Background: an optimization exercise with open tools, aiming at small area, a short achievable clock period and few clock cycles per item. Do not read the settings as production practice. Function was checked by simulation only, so behaviour that the tests miss may differ from the original.

==> v22 <==
==> flow/design.v <==
module multiplier_unit #(
    parameter DATA_WIDTH = 32
) (
    input  wire                      clk,
    input  wire                      rst_n,
    input  wire                      req,
    input  wire [2:0]                funct3,
    input  wire                      funct7_bit5,
    output reg                       ready,
    output reg                       valid,
    input  wire [DATA_WIDTH-1:0]     operand_a,
    input  wire [DATA_WIDTH-1:0]     operand_b,
    output reg  [DATA_WIDTH-1:0]     result
);
    reg s_idle, s_mul, s_mul9, s_neg, s_div, s_fix, s_done;
    reg  [2:0]  op;
    reg  [5:0]  cnt;
    reg         asign;       
    reg         sub;         
    reg  [32:0] P_hi;        
    reg  [31:0] P_lo;        
    reg  [32:0] M;           
    reg c1_one, c1_two, c1_neg;      
    reg c2_one, c2_two, c2_neg;      
    reg c2_lo, c2_hi;                
    wire f_div  = funct3[2];
    wire sa_mul = ~funct3[2] & ~(funct3[1] & funct3[0]);    
    wire sdv    = funct3[2] & ~funct3[0];                    
    wire sb     = (~funct3[2] & ~funct3[1]) | sdv;           
    wire neg_a  = sdv & operand_a[31];
    wire [36:0] Mx = {{4{M[32]}}, M};
    wire [36:0] A  = {{4{P_hi[32]}}, P_hi};
    wire [36:0] r1 = ({37{c1_one}} & Mx) | ({37{c1_two}} & {Mx[35:0], 1'b0});
    wire [36:0] r2 = ({37{c2_one}} & {Mx[34:0], 2'b0}) |
                     ({37{c2_two}} & {Mx[33:0], 3'b0}) |
                     ({37{c2_lo}}  & {5'b0, P_lo}) |
                     ({37{c2_hi}}  & {3'b0, P_hi, 1'b0});
    wire [36:0] r1x = r1 ^ {37{c1_neg}};
    wire [36:0] r2x = r2 ^ {37{c2_neg}};
    wire [36:0] cs_s = A ^ r1x ^ r2x;
    wire [36:0] cs_c = {(A[35:0] & r1x[35:0]) | (A[35:0] & r2x[35:0]) | (r1x[35:0] & r2x[35:0]), c1_neg};
    wire [36:0] S = cs_s + cs_c + {36'b0, c2_neg};
    wire        nb    = M[32];
    wire        t_neg = S[32];                        
    wire [31:0] X8    = {P_hi[24:0], P_lo[31:25]};
    wire [32:0] cmp   = {1'b0, X8} + r1x[32:0] + {32'b0, c1_neg};    
    wire        skip  = sub & (cnt >= 6'd9) & (P_hi[32:25] == 8'd0) & cmp[32];
    wire        last  = ~skip & (cnt == 6'd1);
    wire bz     = (M[31:0] == 32'd0);
    wire fixdiv = (asign ^ nb) & ~bz & ~op[0];        
    function [2:0] booth;    
        input [2:0] w;
        begin
            booth[2] = w[1] ^ w[0];
            booth[1] = (w[2] & ~w[1] & ~w[0]) | (~w[2] & w[1] & w[0]);
            booth[0] = w[2];
        end
    endfunction
    wire [2:0] bn0_ld = booth({operand_a[1:0], 1'b0});
    wire [2:0] bn1_ld = booth(operand_a[3:1]);
    wire [2:0] bn0    = booth(P_lo[5:3]);
    wire [2:0] bn1    = booth(P_lo[7:5]);
    wire mul_end = s_mul & (cnt == 6'd1);
    wire go_mul9 = mul_end & ~asign & P_lo[3];
    wire mulh_end = mul_end & ~go_mul9 & (op[1:0] != 2'b00);
    wire div_end = s_div & last;
    wire rem_end = div_end & op[1];
    wire go_fix  = div_end & (op[1] ? (asign | t_neg) : fixdiv);
    wire ld     = s_idle | s_done;
    wire dv_one = s_div & ~skip;                  
    wire h_skip = s_div & skip;
    wire [32:0] hi_nx = ({33{s_mul}}               & S[36:4]) |
                        ({33{rem_end}}             & S[32:0]) |
                        ({33{dv_one & ~last}}      & {S[31:0], P_lo[31]}) |
                        ({33{h_skip}}              & {P_hi[24:0], P_lo[31:24]});
    wire l_S = s_neg | s_fix | s_mul9 | rem_end;
    wire [31:0] lo_nx = ({32{ld}}                  & operand_a) |
                        ({32{s_mul & ~mulh_end}}   & {S[3:0], P_lo[31:4]}) |
                        ({32{mulh_end}}            & S[35:4]) |
                        ({32{l_S}}                 & S[31:0]) |
                        ({32{dv_one & ~rem_end}}   & {P_lo[30:0], ~t_neg}) |
                        ({32{h_skip}}              & {P_lo[23:0], 8'd0});
    wire [5:0] cnt_nx = ld ? (f_div ? 6'd33 : 6'd8) :
                        (cnt - (h_skip ? 6'd8 : {5'd0, s_mul | dv_one}));
    always @(posedge clk or negedge rst_n) begin
        if (!rst_n) begin
            s_idle <= 1'b1;
            s_mul  <= 1'b0;
            s_mul9 <= 1'b0;
            s_neg  <= 1'b0;
            s_div  <= 1'b0;
            s_fix  <= 1'b0;
            s_done <= 1'b0;
        end else begin
            s_idle <= (s_idle & ~req) | s_done;
            s_mul  <= (s_idle & req & ~f_div) | (s_mul & ~mul_end);
            s_mul9 <= go_mul9;
            s_neg  <= s_idle & req & neg_a;
            s_div  <= (s_idle & req & f_div & ~neg_a) | s_neg | (s_div & ~div_end);
            s_fix  <= go_fix;
            s_done <= (mul_end & ~go_mul9) | s_mul9 | (div_end & ~go_fix) | s_fix;
        end
    end
    always @(posedge clk) begin
        c1_one <= 1'b0; c1_two <= 1'b0; c1_neg <= 1'b0;
        c2_one <= 1'b0; c2_two <= 1'b0; c2_neg <= 1'b0;
        c2_lo  <= 1'b0; c2_hi  <= 1'b0;
        if (s_idle) begin
            if (f_div) begin
                c1_one <= ~neg_a;
                c1_neg <= ~(sb & operand_b[31]);
                c2_lo  <= neg_a;
                c2_neg <= neg_a;
            end else begin
                {c1_one, c1_two, c1_neg} <= bn0_ld;
                {c2_one, c2_two, c2_neg} <= bn1_ld;
            end
        end else if (s_mul) begin
            if (mul_end) begin
                c1_one <= go_mul9;
            end else begin
                {c1_one, c1_two, c1_neg} <= bn0;
                {c2_one, c2_two, c2_neg} <= bn1;
            end
        end else if (s_neg) begin
            c1_one <= 1'b1;
            c1_neg <= ~nb;
        end else if (s_div) begin
            if (~div_end) begin
                c1_one <= 1'b1;
                c1_neg <= (skip | ~t_neg) ^ nb;
            end else if (op[1]) begin
                c1_one <= t_neg;
                c1_neg <= t_neg & (asign ^ nb);
                c2_hi  <= asign;
                c2_neg <= asign;
            end else begin
                c2_lo  <= 1'b1;
                c2_neg <= 1'b1;
            end
        end
        sub <= ~s_div | skip | ~t_neg;
        if (ld) begin
            op     <= funct3;
            asign  <= (f_div ? sdv : sa_mul) & operand_a[31];
            M      <= {sb & operand_b[31], operand_b};
        end
        cnt  <= cnt_nx;
        P_hi <= hi_nx;
        P_lo <= lo_nx;
    end
    always @(*) begin
        ready  = s_idle;
        valid  = s_done;
        result = P_lo;
    end
endmodule
==> flow/flow/run.sh <==
#!/bin/bash
# The standard layout (the standard.sh, unchanged synthesis), with
# repair_timing asked to leave extra setup slack so that the layout is
# optimised below the (loose) constraint period. The SDC is not changed.
set -o pipefail
bash standard.sh SETUP_SLACK_MARGIN=10.8 finish > standard.log 2>&1
==> flow/standard.sh <==
#!/bin/bash
# synth_recipe.tcl (not shown) runs the flow's synth.tcl, then flattens the netlist and writes it again
# the make line also repeats each setting of config.mk as NAME=value (left out here)
make -C /OpenROAD-flow-scripts/flow DESIGN_CONFIG=/design/flow/config.mk WORK_HOME=/design/flow/orfs CLKGATE_MAP_FILE= SYNTH_SCRIPT=/design/flow/synth_recipe.tcl "${@:-finish}"
==> flow/config.mk <==
export PLATFORM = sky130hd
export DESIGN_NAME = multiplier_unit
export DESIGN_NICKNAME = multiplier_unit
export VERILOG_FILES = /design/flow/design.v
export SDC_FILE = /design/flow/constraint.sdc
export NUM_CORES = 4
export LEC_CHECK = 0
export CAP_MARGIN = 20
export CORE_MARGIN = 2
export CORE_UTILIZATION = 45
export SLEW_MARGIN = 20
==> flow/constraint.sdc <==
create_clock -name core_clock -period 15.0 [get_ports {clk}]
set_input_delay 3.0000 -clock core_clock [delete_from_list [all_inputs] [get_ports {clk}]]
set_output_delay 3.0000 -clock core_clock [all_outputs]
set_load 0.01 [all_outputs]
==> v27: changes against v22 <==
==> flow/flow/run.sh (replaced) <==
#!/bin/bash
# The standard layout (the standard.sh, unchanged synthesis), with
# repair_timing asked to leave extra setup slack so that the layout is
# optimised below the (loose) constraint period. The SDC is not changed.
set -o pipefail
bash standard.sh SETUP_SLACK_MARGIN=10.6 finish > standard.log 2>&1
Settings changed: ABC_AREA set to 1.
==> notes <==
- Against v22, the non-clock buffer count of v27 is lower by 38.
- Of v27 and v22, v22 has the higher hold slack (gap 0.028 ns).
- v27 completed with no timing, DRC or antenna violations. v22 produced a clean layout.
- Clock skew: v22 is higher than v27 (0.0018 ns).
- Final area: v27 is smaller than v22 (about 5%).
- Core utilization: v27 is lower than v22 (3.2 points).
- Between v27 and v22, the lower global-route usage is in v27 (gap 0.92 points).
- Of v27 and v22, v27 has the higher register-to-register slack (gap 0.15 ns).
Testbench counts of v22, summed over its fixed seeds: cycles 26,822, ops 2,400.
Testbench counts of v27, summed over its fixed seeds: cycles 26,822, ops 2,400.


==> run a <==
Starts from the design.v that is shown in full above.
Settings: LEC_CHECK=0, CAP_MARGIN=20, CORE_MARGIN=2, CORE_UTILIZATION=45, SLEW_MARGIN=20; clock period 15.0 ns.
standard.sh (not shown) runs the stock make flow with config.mk's settings and CLKGATE_MAP_FILE= SYNTH_SCRIPT=/design/flow/synth_recipe.tcl, a recipe that flattens the netlist after the stock synthesis.
==> flow/flow/run.sh <==
#!/bin/bash
# The standard layout (the standard.sh, unchanged synthesis), with
# repair_timing asked to leave extra setup slack so that the layout is
# optimised below the (loose) constraint period. The SDC is not changed.
set -o pipefail
bash standard.sh SETUP_SLACK_MARGIN=10.4 finish > standard.log 2>&1
==> run b (differences from run a) <==
--- a/flow/design.v
+++ b/flow/design.v
@@ -22,7 +22,7 @@
     reg  [32:0] M;           
     reg c1_one, c1_two, c1_neg;      
     reg c2_one, c2_two, c2_neg;      
-    reg c2_lo, c2_hi;                
+    reg c2_lo;                       
     wire f_div  = funct3[2];
     wire sa_mul = ~funct3[2] & ~(funct3[1] & funct3[0]);    
     wire sdv    = funct3[2] & ~funct3[0];                    
@@ -33,8 +33,7 @@
     wire [36:0] r1 = ({37{c1_one}} & Mx) | ({37{c1_two}} & {Mx[35:0], 1'b0});
     wire [36:0] r2 = ({37{c2_one}} & {Mx[34:0], 2'b0}) |
                      ({37{c2_two}} & {Mx[33:0], 3'b0}) |
-                     ({37{c2_lo}}  & {5'b0, P_lo}) |
-                     ({37{c2_hi}}  & {3'b0, P_hi, 1'b0});
+                     ({37{c2_lo}}  & {5'b0, P_lo});
     wire [36:0] r1x = r1 ^ {37{c1_neg}};
     wire [36:0] r2x = r2 ^ {37{c2_neg}};
     wire [36:0] cs_s = A ^ r1x ^ r2x;
@@ -70,7 +69,6 @@
     wire dv_one = s_div & ~skip;                  
     wire h_skip = s_div & skip;
     wire [32:0] hi_nx = ({33{s_mul}}               & S[36:4]) |
-                        ({33{rem_end}}             & S[32:0]) |
                         ({33{dv_one & ~last}}      & {S[31:0], P_lo[31]}) |
                         ({33{h_skip}}              & {P_hi[24:0], P_lo[31:24]});
     wire l_S = s_neg | s_fix | s_mul9 | rem_end;
@@ -104,7 +102,7 @@
     always @(posedge clk) begin
         c1_one <= 1'b0; c1_two <= 1'b0; c1_neg <= 1'b0;
         c2_one <= 1'b0; c2_two <= 1'b0; c2_neg <= 1'b0;
-        c2_lo  <= 1'b0; c2_hi  <= 1'b0;
+        c2_lo  <= 1'b0;
         if (s_idle) begin
             if (f_div) begin
                 c1_one <= ~neg_a;
@@ -132,7 +130,7 @@
             end else if (op[1]) begin
                 c1_one <= t_neg;
                 c1_neg <= t_neg & (asign ^ nb);
-                c2_hi  <= asign;
+                c2_lo  <= 1'b1;
                 c2_neg <= asign;
             end else begin
                 c2_lo  <= 1'b1;
@@ -140,11 +138,9 @@
             end
         end
         sub <= ~s_div | skip | ~t_neg;
-        if (ld) begin
-            op     <= funct3;
-            asign  <= (f_div ? sdv : sa_mul) & operand_a[31];
-            M      <= {sb & operand_b[31], operand_b};
-        end
+        op     <= funct3;
+        asign  <= (f_div ? sdv : sa_mul) & operand_a[31];
+        M      <= {sb & operand_b[31], operand_b};
         cnt  <= cnt_nx;
         P_hi <= hi_nx;
         P_lo <= lo_nx;
==> flow/flow/run.sh (replaced) <==
#!/bin/bash
# The standard layout (the standard.sh, unchanged synthesis and SDC) with
# two changes to how the layout is optimised:
#  - repair_timing is asked to leave extra setup slack, so the layout is
#    optimised below the (loose) constraint period;
#  - every input and output port still gets a buffer, but a plain buf_2
#    instead of the delay buffer that buffer_ports would pick by default.
set -o pipefail
bash standard.sh SETUP_SLACK_MARGIN=10.7 \
    "BUFFER_PORTS_ARGS=-buffer_cell sky130_fd_sc_hd__buf_2" \
    finish > standard.log 2>&1
- CORE_UTILIZATION: 45 -> 60
- CTS_BUF_LIST: unset -> sky130_fd_sc_hd__clkbuf_8
- CTS_CLUSTER_SIZE: unset -> 30
==> run c (differences from run a) <==
--- a/flow/design.v
+++ b/flow/design.v
@@ -22,7 +22,7 @@
     reg  [32:0] M;           
     reg c1_one, c1_two, c1_neg;      
     reg c2_one, c2_two, c2_neg;      
-    reg c2_lo, c2_hi;                
+    reg c2_lo;                       
     wire f_div  = funct3[2];
     wire sa_mul = ~funct3[2] & ~(funct3[1] & funct3[0]);    
     wire sdv    = funct3[2] & ~funct3[0];                    
@@ -33,8 +33,7 @@
     wire [36:0] r1 = ({37{c1_one}} & Mx) | ({37{c1_two}} & {Mx[35:0], 1'b0});
     wire [36:0] r2 = ({37{c2_one}} & {Mx[34:0], 2'b0}) |
                      ({37{c2_two}} & {Mx[33:0], 3'b0}) |
-                     ({37{c2_lo}}  & {5'b0, P_lo}) |
-                     ({37{c2_hi}}  & {3'b0, P_hi, 1'b0});
+                     ({37{c2_lo}}  & {5'b0, P_lo});
     wire [36:0] r1x = r1 ^ {37{c1_neg}};
     wire [36:0] r2x = r2 ^ {37{c2_neg}};
     wire [36:0] cs_s = A ^ r1x ^ r2x;
@@ -70,7 +69,6 @@
     wire dv_one = s_div & ~skip;                  
     wire h_skip = s_div & skip;
     wire [32:0] hi_nx = ({33{s_mul}}               & S[36:4]) |
-                        ({33{rem_end}}             & S[32:0]) |
                         ({33{dv_one & ~last}}      & {S[31:0], P_lo[31]}) |
                         ({33{h_skip}}              & {P_hi[24:0], P_lo[31:24]});
     wire l_S = s_neg | s_fix | s_mul9 | rem_end;
@@ -104,7 +102,7 @@
     always @(posedge clk) begin
         c1_one <= 1'b0; c1_two <= 1'b0; c1_neg <= 1'b0;
         c2_one <= 1'b0; c2_two <= 1'b0; c2_neg <= 1'b0;
-        c2_lo  <= 1'b0; c2_hi  <= 1'b0;
+        c2_lo  <= 1'b0;
         if (s_idle) begin
             if (f_div) begin
                 c1_one <= ~neg_a;
@@ -132,7 +130,7 @@
             end else if (op[1]) begin
                 c1_one <= t_neg;
                 c1_neg <= t_neg & (asign ^ nb);
-                c2_hi  <= asign;
+                c2_lo  <= 1'b1;
                 c2_neg <= asign;
             end else begin
                 c2_lo  <= 1'b1;
@@ -140,11 +138,9 @@
             end
         end
         sub <= ~s_div | skip | ~t_neg;
-        if (ld) begin
-            op     <= funct3;
-            asign  <= (f_div ? sdv : sa_mul) & operand_a[31];
-            M      <= {sb & operand_b[31], operand_b};
-        end
+        op     <= funct3;
+        asign  <= (f_div ? sdv : sa_mul) & operand_a[31];
+        M      <= {sb & operand_b[31], operand_b};
         cnt  <= cnt_nx;
         P_hi <= hi_nx;
         P_lo <= lo_nx;
==> flow/flow/run.sh (replaced) <==
#!/bin/bash
# The standard layout (the standard.sh, unchanged synthesis and SDC) with
# two changes to how the layout is optimised:
#  - repair_timing is asked to leave extra setup slack, so the layout is
#    optimised below the (loose) constraint period;
#  - every input and output port still gets a buffer, but a plain buf_2
#    instead of the delay buffer that buffer_ports would pick by default.
set -o pipefail
bash standard.sh SETUP_SLACK_MARGIN=10.5 \
    "BUFFER_PORTS_ARGS=-buffer_cell sky130_fd_sc_hd__buf_2" \
    finish > standard.log 2>&1
- ABC_AREA: unset -> 1
- CORE_UTILIZATION: 45 -> 70
- CTS_BUF_LIST: unset -> sky130_fd_sc_hd__clkbuf_8
- CTS_CLUSTER_SIZE: unset -> 30
==> run d (differences from run a) <==
--- a/flow/design.v
+++ b/flow/design.v
@@ -22,7 +22,7 @@
     reg  [32:0] M;           
     reg c1_one, c1_two, c1_neg;      
     reg c2_one, c2_two, c2_neg;      
-    reg c2_lo, c2_hi;                
+    reg c2_lo;                       
     wire f_div  = funct3[2];
     wire sa_mul = ~funct3[2] & ~(funct3[1] & funct3[0]);    
     wire sdv    = funct3[2] & ~funct3[0];                    
@@ -33,8 +33,7 @@
     wire [36:0] r1 = ({37{c1_one}} & Mx) | ({37{c1_two}} & {Mx[35:0], 1'b0});
     wire [36:0] r2 = ({37{c2_one}} & {Mx[34:0], 2'b0}) |
                      ({37{c2_two}} & {Mx[33:0], 3'b0}) |
-                     ({37{c2_lo}}  & {5'b0, P_lo}) |
-                     ({37{c2_hi}}  & {3'b0, P_hi, 1'b0});
+                     ({37{c2_lo}}  & {5'b0, P_lo});
     wire [36:0] r1x = r1 ^ {37{c1_neg}};
     wire [36:0] r2x = r2 ^ {37{c2_neg}};
     wire [36:0] cs_s = A ^ r1x ^ r2x;
@@ -70,7 +69,6 @@
     wire dv_one = s_div & ~skip;                  
     wire h_skip = s_div & skip;
     wire [32:0] hi_nx = ({33{s_mul}}               & S[36:4]) |
-                        ({33{rem_end}}             & S[32:0]) |
                         ({33{dv_one & ~last}}      & {S[31:0], P_lo[31]}) |
                         ({33{h_skip}}              & {P_hi[24:0], P_lo[31:24]});
     wire l_S = s_neg | s_fix | s_mul9 | rem_end;
@@ -104,7 +102,7 @@
     always @(posedge clk) begin
         c1_one <= 1'b0; c1_two <= 1'b0; c1_neg <= 1'b0;
         c2_one <= 1'b0; c2_two <= 1'b0; c2_neg <= 1'b0;
-        c2_lo  <= 1'b0; c2_hi  <= 1'b0;
+        c2_lo  <= 1'b0;
         if (s_idle) begin
             if (f_div) begin
                 c1_one <= ~neg_a;
@@ -132,7 +130,7 @@
             end else if (op[1]) begin
                 c1_one <= t_neg;
                 c1_neg <= t_neg & (asign ^ nb);
-                c2_hi  <= asign;
+                c2_lo  <= 1'b1;
                 c2_neg <= asign;
             end else begin
                 c2_lo  <= 1'b1;
@@ -140,11 +138,9 @@
             end
         end
         sub <= ~s_div | skip | ~t_neg;
-        if (ld) begin
-            op     <= funct3;
-            asign  <= (f_div ? sdv : sa_mul) & operand_a[31];
-            M      <= {sb & operand_b[31], operand_b};
-        end
+        op     <= funct3;
+        asign  <= (f_div ? sdv : sa_mul) & operand_a[31];
+        M      <= {sb & operand_b[31], operand_b};
         cnt  <= cnt_nx;
         P_hi <= hi_nx;
         P_lo <= lo_nx;
==> flow/flow/run.sh (replaced) <==
#!/bin/bash
# The standard layout (the standard.sh, unchanged synthesis and SDC) with
# two changes to how the layout is optimised:
#  - repair_timing is asked to leave extra setup slack, so the layout is
#    optimised below the (loose) constraint period;
#  - every input and output port still gets a buffer, but a plain buf_1
#    instead of the delay buffer that buffer_ports would pick by default.
set -o pipefail
bash standard.sh SETUP_SLACK_MARGIN=10.5 \
    "BUFFER_PORTS_ARGS=-buffer_cell sky130_fd_sc_hd__buf_1" \
    finish > standard.log 2>&1
- CORE_UTILIZATION: 45 -> 65
- CTS_BUF_LIST: unset -> sky130_fd_sc_hd__clkbuf_8
- CTS_CLUSTER_SIZE: unset -> 30
==> summary of the runs <==
Between run a and run d, the lower hold slack is in run d (gap 1.4 ps).
Critical path depth: run a is lower than run c (11).
Against run b, the core utilization of run c is higher by 7.2 points.
Of run b and run a, run a has the higher final cell count (gap 10%, measured against run a).
Of run b and run a, run b has the higher worst setup slack (gap 270 ps).
Against run d, the cell area of run b is larger by 5.1%.
==> figures <==
Required time of the critical path: run b 12,000 ps; run c 15,350 ps; run a 12,000 ps; run d 15,350 ps
Depth of the worst hold-timing path: run b 2; run c 1; run a 2; run d 2
Result of the run: run b finished clean; run c finished clean; run a finished clean; run d finished clean
Area fraction in and, or, nand and nor cells after synthesis: run b 13.3%; run c 24.2%; run a 14.0%; run d 13.3%
Met3 GRT Util: run b 13.4%; run c 16.7%; run a 8.38%; run d 14.7%
Area of combinational cells with multiple inputs: run b 0.00709 sq mm; run c 0.00693 sq mm; run a 0.00743 sq mm; run d 0.00692 sq mm
Final std cell area, no fill: run b 0.0114 sq mm; run c 0.0115 sq mm; run a 0.0129 sq mm; run d 0.0109 sq mm
Global Route met1 Usage: run b 56.9%; run c 64.2%; run a 45.5%; run d 58.6%
Arrival @ worst endpoint: run b 1320 ps; run c 4740 ps; run a 1590 ps; run d 4800 ps
Comb_multi_in: run b 860; run c 1,082; run a 919; run d 860
Die Footprint: run b 0.0170 sq mm; run c 0.0158 sq mm; run a 0.0249 sq mm; run d 0.0157 sq mm
Critical path startpoint: run b P_lo[27]; run c s_mul; run a P_lo[20]; run d c2_one
Testbench counts of run a, summed over its fixed seeds: cycles 26,822, ops 2,400.
Testbench counts of run b, summed over its fixed seeds: cycles 26,822, ops 2,400.
Testbench counts of run c, summed over its fixed seeds: cycles 26,822, ops 2,400.
Testbench counts of run d, summed over its fixed seeds: cycles 26,822, ops 2,400.

[re-timing with driven ports]
In the flow no input, the clock included, has a driving cell. The finished layouts below were timed again as built, in two steps. Step 1 sets driving cells, clkbuf_16 on the clock port and buf_2 on the other inputs (assumed; they add their load-dependent delay and slew). Step 2 moves the port delays by t, midway between the first and last clock arrival at a register: inputs arrive t later, outputs are due t later. That takes back most of the time a late clock gives input paths. Slacks: ideal ports / drivers / drivers and shift; pairs: ideal ports / drivers.
| run | shift t [ns] | slack for setup (ns) | hold WS [ns] | worst setup path after step 2 |
|---|---|---|---|---|
| v22 | 0.476 | 10.585 / 10.585 / 10.439 | 0.509 / 0.509 / 0.509 | input to register |
| v27 | 0.462 | 10.601 / 10.556 / 10.352 | 0.481 / 0.481 / 0.481 | input to register |
| run a | 0.469 | 10.409 / 10.363 / 10.399 | 0.512 / 0.512 / 0.512 | input to register |
| run b | 0.499 | 10.683 / 10.638 / 10.788 | 0.497 / 0.497 / 0.497 | register to register |
| run c | 0.508 | 10.617 / 10.617 / 10.617 | 0.491 / 0.491 / 0.491 | register to register |
| run d | 0.499 | 10.557 / 10.557 / 10.557 | 0.510 / 0.510 / 0.510 | register to register |
After both steps every run listed still meets setup and hold. For v27, which loses most, drivers alone change the setup slack by -0.045 ns; drivers and shift together by -0.249 ns.
